This design comes from an exercise in tuning for small area and a short achievable clock period on the open sky130 flow, not from production work. Only simulation tests tie the RTL to the original design; equivalence was not proved. Power is estimated from default activity; no workload was simulated.

==> build 3: inputs <==
Design MIPS, start of the top module:
module MIPS(
    input clk,
    input rst,
    input [31:0] instr,
    input [31:0] mem_rdata,
    output [31:0] mem_addr,
    output [31:0] mem_wdata,
    output mem_we,
    output mem_re,
    output [31:0] direccion,
    output [31:0] palabra,
    output [31:0] leer_dato,
    output wr_en,
    output [31:0] wr_addr,
    output [31:0] wr_data
    );
  wire [5:0] op = instr[31:26];
  wire [4:0] rs = instr[25:21];
  wire [4:0] rt = instr[20:16];
  wire [4:0] rd = instr[15:11];
  wire [5:0] fn = instr[5:0];
  wire [31:0] ext = {{16{instr[15]}}, instr[15:0]};
  wire RegDst   = (op == 6'b000000);
  wire Branch   = (op == 6'b000100);
  wire MemRead  = (op == 6'b100011);
  wire MemtoReg = op[5] & ~op[4] & ~op[2] & op[1] & op[0];
  wire AluOp1   = ~op[5] & ~op[4] & ~op[3] & ~op[2] & ~op[0];
  wire MemWrite = (op == 6'b101011);
  wire AluSrc   = (op == 6'b001001) | MemtoReg;
  wire RegWrite = RegDst | (op == 6'b001001) | MemRead;
  wire J        = (op[5:1] == 5'b00001);
  ...
export LEC_CHECK = 0
export CAP_MARGIN = 20
export CORE_MARGIN = 2
export CORE_UTILIZATION = 50
export CTS_BUF_LIST = sky130_fd_sc_hd__clkbuf_8
export CTS_CLUSTER_DIAMETER = 55
export CTS_CLUSTER_SIZE = 14
export PLACE_DENSITY = 0.65
export SETUP_SLACK_MARGIN = 4
export SLEW_MARGIN = 20
export SYNTH_HIERARCHICAL = 1
export SYNTH_MINIMUM_KEEP_SIZE = 0
create_clock -name core_clock -period 14.0 [get_ports {clk}]
standard.sh (not shown) runs the stock make flow with config.mk's settings and CLKGATE_MAP_FILE= SYNTH_SCRIPT=/design/flow/synth_recipe.tcl, a recipe that flattens the netlist after the stock synthesis.
==> flow/flow/run.sh <==
#!/bin/bash
# Layout flow: the standard flow (standard.sh: synthesis to finish),
# with the port buffers made from sky130_fd_sc_hd__buf_2 instead of ORFS's
# default buffer cell. Every input and output port still gets a buffer.
set -o pipefail
export BUFFER_PORTS_ARGS="-buffer_cell sky130_fd_sc_hd__buf_2"
cp standard.sh standard_sh_copy.log
bash standard.sh > standard_flow.log 2>&1
status=$?
tail -20 standard_flow.log
exit $status
==> trial 44: changes against build 3 <==
--- a/flow/design.v
+++ b/flow/design.v
@@ -90,27 +90,10 @@
   rb_nand4 u11(.a(n[0]), .b(n[1]), .c(n[2]), .d(n[3]), .y(p0));
   rb_nand4 u12(.a(n[4]), .b(n[5]), .c(n[6]), .d(n[7]), .y(p1));
   rb_nand3 u13(.a(n[8]), .b(n[9]), .c(n[10]), .y(p2));
   rb_or3 u14(.a(p0), .b(p1), .c(p2), .y(y));
 endmodule
-module rb_dec5(input [4:0] a, output [31:0] y);
-  genvar k;
-  generate
-    for (k = 0; k < 32; k = k + 1) begin : d
-      assign y[k] = (a == k);
-    end
-  endgenerate
-endmodule
-module rb_wdec(input [4:0] a, input we, input rst, output [31:0] en, output [31:0] hold);
-  genvar k;
-  generate
-    for (k = 0; k < 32; k = k + 1) begin : d
-      assign en[k]   = rst | (we & (a == k));
-      assign hold[k] = ~(rst | (we & (a == k)));
-    end
-  endgenerate
-endmodule
 `timescale 1ns / 1ps
 module SignExtend_16X32(
     input [15:0] Input_16,
     output [31:0] Output_32
     );
@@ -128,93 +111,11 @@
     input [31:0] Input,
     output [31:0] Output
     );
 	 assign Output = Input ;
 endmodule
-module ks_xor(input a, input b, output y);
-  assign y = a ^ b;
-endmodule
-module ks_pa(input gh, input ph, input gl, input pl, output gn, output pn);
-  assign gn = ~(gh | (ph & gl));
-  assign pn = ~(ph & pl);
-endmodule
-module ks_pb(input ghn, input phn, input gln, input pln, output g, output p);
-  assign g = ~(ghn & (phn | gln));
-  assign p = ~(phn | pln);
-endmodule
-module ks_ga(input gh, input ph, input gl, output gn);
-  assign gn = ~(gh | (ph & gl));
-endmodule
-module ks_gb(input ghn, input phn, input gln, output g);
-  assign g = ~(ghn & (phn | gln));
-endmodule
-module ks_inv(input a, output y);
-  assign y = ~a;
-endmodule
-module ks_add32(input [31:0] a, input [31:0] b, input cin, output [31:0] s, output co);
-  wire [31:0] p, g;
-  genvar i;
-  generate
-    for (i = 0; i < 32; i = i + 1) begin : pg
-      ks_xor x(.a(a[i]), .b(b[i]), .y(p[i]));
-      if (i == 0) begin : g0
-        assign g[i] = (a[i] & b[i]) | (a[i] & cin) | (b[i] & cin);
-      end else begin : gi
-        assign g[i] = a[i] & b[i];
-      end
-    end
-  endgenerate
-  wire [31:0] g1, p1, g2, p2, g3, p3, g4, p4, g5;
-  generate
-    for (i = 0; i < 32; i = i + 1) begin : l1
-      if (i >= 1) begin : c
-        ks_pa u(.gh(g[i]), .ph(p[i]), .gl(g[i-1]), .pl(p[i-1]), .gn(g1[i]), .pn(p1[i]));
-      end else begin : t
-        ks_inv ug(.a(g[i]), .y(g1[i]));
-        assign p1[i] = 1'b1;
-      end
-    end
-    for (i = 0; i < 32; i = i + 1) begin : l2
-      if (i >= 2) begin : c
-        ks_pb u(.ghn(g1[i]), .phn(p1[i]), .gln(g1[i-2]), .pln(p1[i-2]), .g(g2[i]), .p(p2[i]));
-      end else begin : t
-        ks_inv ug(.a(g1[i]), .y(g2[i]));
-        assign p2[i] = 1'b0;
-      end
-    end
-    for (i = 0; i < 32; i = i + 1) begin : l3
-      if (i >= 4) begin : c
-        ks_pa u(.gh(g2[i]), .ph(p2[i]), .gl(g2[i-4]), .pl(p2[i-4]), .gn(g3[i]), .pn(p3[i]));
-      end else begin : t
-        ks_inv ug(.a(g2[i]), .y(g3[i]));
-        assign p3[i] = 1'b1;
-      end
-    end
-    for (i = 0; i < 32; i = i + 1) begin : l4
-      if (i >= 8) begin : c
-        ks_pb u(.ghn(g3[i]), .phn(p3[i]), .gln(g3[i-8]), .pln(p3[i-8]), .g(g4[i]), .p(p4[i]));
-      end else begin : t
-        ks_inv ug(.a(g3[i]), .y(g4[i]));
-        assign p4[i] = 1'b0;
-      end
-    end
-    for (i = 0; i < 32; i = i + 1) begin : l5
-      if (i >= 16) begin : c
-        ks_ga u(.gh(g4[i]), .ph(p4[i]), .gl(g4[i-16]), .gn(g5[i]));
-      end else begin : t
-        ks_inv ug(.a(g4[i]), .y(g5[i]));
-      end
-    end
-  endgenerate
-  assign s[0] = p[0] ^ cin;
-  generate
-    for (i = 1; i < 32; i = i + 1) begin : sm
-      assign s[i] = ~(p[i] ^ g5[i-1]);
-    end
-  endgenerate
-  assign co = ~g5[31];
-endmodule
+`timescale 1ns / 1ps
 module ALU(
    input [31:0] a,
     input [31:0] b,
     input [3:0] ctrl,
     output zero,
@@ -324,62 +225,64 @@
   wire f_slt = AluOp1 & (fn == 6'b101010);
   wire s_add = f_add | (~AluOp1 & ~Branch);
   wire s_sub = f_sub | Branch;
   reg [31:0] R [0:31];
   reg [31:0] PC;
-  wire [31:0] sa [0:3];
-  wire [31:0] sb [0:3];
-  wire [31:0] wen [0:3];
-  wire [31:0] hold [0:3];
-  wire [4:0]  wa = RegDst ? rd : rt;
-  genvar gq;
-  generate
-    for (gq = 0; gq < 4; gq = gq + 1) begin : dq
-      rb_dec5 da(.a(rs), .y(sa[gq]));
-      rb_dec5 db(.a(rt), .y(sb[gq]));
-      rb_wdec dw(.a(wa), .we(RegWrite), .rst(rst), .en(wen[gq]), .hold(hold[gq]));
+  reg [31:0] sa, sb;
+  integer k;
+  always @* begin
+    for (k = 0; k < 32; k = k + 1) begin
+      sa[k] = (rs == k[4:0]);
+      sb[k] = (rt == k[4:0]);
     end
-  endgenerate
+  end
   wire [31:0] A, Rt;
   genvar gb, gr;
   generate
     for (gb = 0; gb < 32; gb = gb + 1) begin : rdbit
       wire [31:0] col;
       for (gr = 0; gr < 32; gr = gr + 1) begin : rdreg
         assign col[gr] = R[gr][gb];
       end
-      rb_mux32 ma(.d(col), .s(sa[gb/8]), .y(A[gb]));
-      rb_mux32 mb(.d(col), .s(sb[gb/8]), .y(Rt[gb]));
+      rb_mux32 ma(.d(col), .s(sa), .y(A[gb]));
+      rb_mux32 mb(.d(col), .s(sb), .y(Rt[gb]));
     end
   endgenerate
   wire [31:0] B  = AluSrc ? ext : Rt;
   wire [31:0] Bx = B ^ {32{s_sub | f_slt}};
-  wire [32:0] sum;
-  ks_add32 add(.a(A), .b(Bx), .cin(s_sub | f_slt), .s(sum[31:0]), .co(sum[32]));
+  wire [32:0] sum = {1'b0, A} + {1'b0, Bx} + {32'b0, s_sub | f_slt};
   wire [31:0] result = ({32{s_add | s_sub}} & sum[31:0]) |
                        ({32{f_and}} & (A & Rt)) |
                        ({32{f_or}}  & (A | Rt)) |
                        {31'b0, f_slt & ~sum[32]};
   wire eq = (A == Rt);
   wire [31:0] WriteData = MemtoReg ? (MemRead ? mem_rdata : 32'b0) : result;
+  wire [4:0]  wa = RegDst ? rd : rt;
   wire [31:0] pc4 = PC + 32'd4;
   wire [31:0] pcb = pc4 + ext;
   wire [31:0] npc = J ? {{6{instr[25]}}, instr[25:0]} : ((Branch & eq) ? pcb : pc4);
   always @(posedge clk) begin
     if (rst) PC <= 32'b0;
     else PC <= npc;
   end
   wire [31:0] wdm = WriteData & {32{~rst}};
+  reg  [31:0] wen, hold;
+  integer i;
+  always @* begin
+    for (i = 0; i < 32; i = i + 1) begin
+      wen[i]  = rst | (RegWrite & (wa == i[4:0]));
+      hold[i] = ~wen[i];
+    end
+  end
   wire [31:0] nxt [0:31];
   generate
     for (gr = 0; gr < 32; gr = gr + 1) begin : wrreg
       for (gb = 0; gb < 32; gb = gb + 1) begin : wrbit
-        rb_ao22 u(.a1(wen[gb/8][gr]), .a2(wdm[gb]), .b1(hold[gb/8][gr]), .b2(R[gr][gb]), .y(nxt[gr][gb]));
+        rb_ao22 u(.a1(wen[gr]), .a2(wdm[gb]), .b1(hold[gr]), .b2(R[gr][gb]), .y(nxt[gr][gb]));
       end
     end
   endgenerate
-  integer i;
   always @(posedge clk) begin
     for (i = 0; i < 32; i = i + 1)
       R[i] <= nxt[i];
   end
   assign mem_addr  = result;
==> flow/run.sh (new file) <==
#!/bin/bash
# synth_recipe.tcl (not shown) runs the flow's synth.tcl, then flattens the netlist and writes it again
# the make line also repeats each setting of config.mk as NAME=value (left out here)
make -C /OpenROAD-flow-scripts/flow DESIGN_CONFIG=/design/flow/config.mk WORK_HOME=/design/flow/orfs CLKGATE_MAP_FILE= SYNTH_SCRIPT=/design/flow/synth_recipe.tcl finish
==> flow/config.mk (replaced) <==
export PLATFORM = sky130hd
export DESIGN_NAME = MIPS
export DESIGN_NICKNAME = MIPS
export VERILOG_FILES = /design/flow/design.v
export SDC_FILE = /design/flow/constraint.sdc
export NUM_CORES = 4
export LEC_CHECK = 0
export CAP_MARGIN = 20
export CORE_MARGIN = 2
export CORE_UTILIZATION = 42
export PLACE_DENSITY = 0.58
export SETUP_SLACK_MARGIN = 5
export SLEW_MARGIN = 20
export SYNTH_HIERARCHICAL = 1
export SYNTH_MINIMUM_KEEP_SIZE = 0
removed: flow/flow/run.sh
removed: flow/standard.sh
==> build 86: changes against build 3 <==
==> flow/config.mk (replaced) <==
export PLATFORM = sky130hd
export DESIGN_NAME = MIPS
export DESIGN_NICKNAME = MIPS
export VERILOG_FILES = /design/flow/design.v
export SDC_FILE = /design/flow/constraint.sdc
export NUM_CORES = 4
export LEC_CHECK = 0
export CAP_MARGIN = 20
export CORE_MARGIN = 2
export CORE_UTILIZATION = 50
export CTS_BUF_LIST = sky130_fd_sc_hd__clkbuf_16
export CTS_CLUSTER_DIAMETER = 70
export CTS_CLUSTER_SIZE = 16
export PLACE_DENSITY = 0.65
export SETUP_SLACK_MARGIN = 4
export SLEW_MARGIN = 20
export SYNTH_HIERARCHICAL = 1
export SYNTH_MINIMUM_KEEP_SIZE = 0
==> run notes <==
- In critical path depth, build 86 and build 3 do not differ.
- The highest clock power belongs to trial 44, the lowest to build 3.
- Routed wire length, highest first: trial 44, build 3, build 86.
- Worst setup slack, lowest first: trial 44, build 3, build 86.
- Global-route usage, highest first: build 3, build 86, trial 44.
- Of build 86 and build 3, build 86 has the higher power (gap 2.8%, measured against build 3).
- Utilization, lowest first: trial 44, build 3, build 86.
- The lowest worst hold slack belongs to build 3, the highest to trial 44.
==> figures <==
Detailed Route Iter0 Violations: trial 44 11400; build 86 12700; build 3 12600
Inverters: trial 44 127; build 86 123; build 3 123
Met1 Track Usage GR: trial 44 53.1%; build 86 56.3%; build 3 56.4%
Ratio of layout area to synthesized area: trial 44 1.282x; build 86 1.127x; build 3 1.120x
Design Power: trial 44 14.3 mW; build 86 13.7 mW; build 3 13.4 mW
Portion of total power attributed to sequential cells: trial 44 39.2%; build 86 44.9%; build 3 46.2%
Routed via count: trial 44 50800; build 86 51800; build 3 52100
Clk cell area share: trial 44 6.07%; build 86 4.31%; build 3 3.58%
Setup slack at placement: trial 44 1380 ps; build 86 2890 ps; build 3 2890 ps
Result of the run: trial 44 timing/DRC/antenna clean; build 86 timing/DRC/antenna clean; build 3 timing/DRC/antenna clean
Met2 global-route usage: trial 44 54.6%; build 86 56.9%; build 3 56.7%
Startpoint of the most critical hold path: trial 44 R[16][24]; build 86 PC[0]; build 3 PC[0]
Layout Cells excl Fill: trial 44 6852; build 86 6853; build 3 6906
Nonclk buf count: trial 44 705; build 86 394; build 3 401
Total GRT Usage: trial 44 39.6%; build 86 39.7%; build 3 39.8%
Crit path DAT: trial 44 7910 ps; build 86 7230 ps; build 3 7280 ps
Post-Syn Instances: trial 44 4563; build 86 5176; build 3 5176

==> separate check: timing with driven ports <==
The results above use ideal ports. As a check the final layouts listed here were re-extracted and re-timed, cells and wires unchanged. Step 1 sets driving cells, clkbuf_16 on the clock port and buf_2 on the other inputs (assumed; they add their load-dependent delay and slew). Step 2 times the ports against the registers' clock, not the clock port: input delays grow and output delays shrink by t, the midpoint of the rising clock arrivals with the driver on. a / b / c = ideal / step 1 / step 2; a / b = the first two.
run	t, ns	setup WS [ns]	latest minus earliest clock arrival (ns)	worst register clock-pin slew, ns	cell pins on the clock port's net
build 3	0.907	3.922 / 3.724 / 3.724	0.046 / 0.045	0.10 / 0.10	1
trial 44	0.775	3.294 / 3.254 / 3.254	0.057 / 0.058	0.07 / 0.07	1
build 86	0.768	3.973 / 3.707 / 3.707	0.022 / 0.022	0.07 / 0.07	1
After both steps setup and hold are still met in every run listed. For build 86, which loses most, drivers alone change the setup slack by -0.266 ns; drivers and shift together by -0.266 ns.
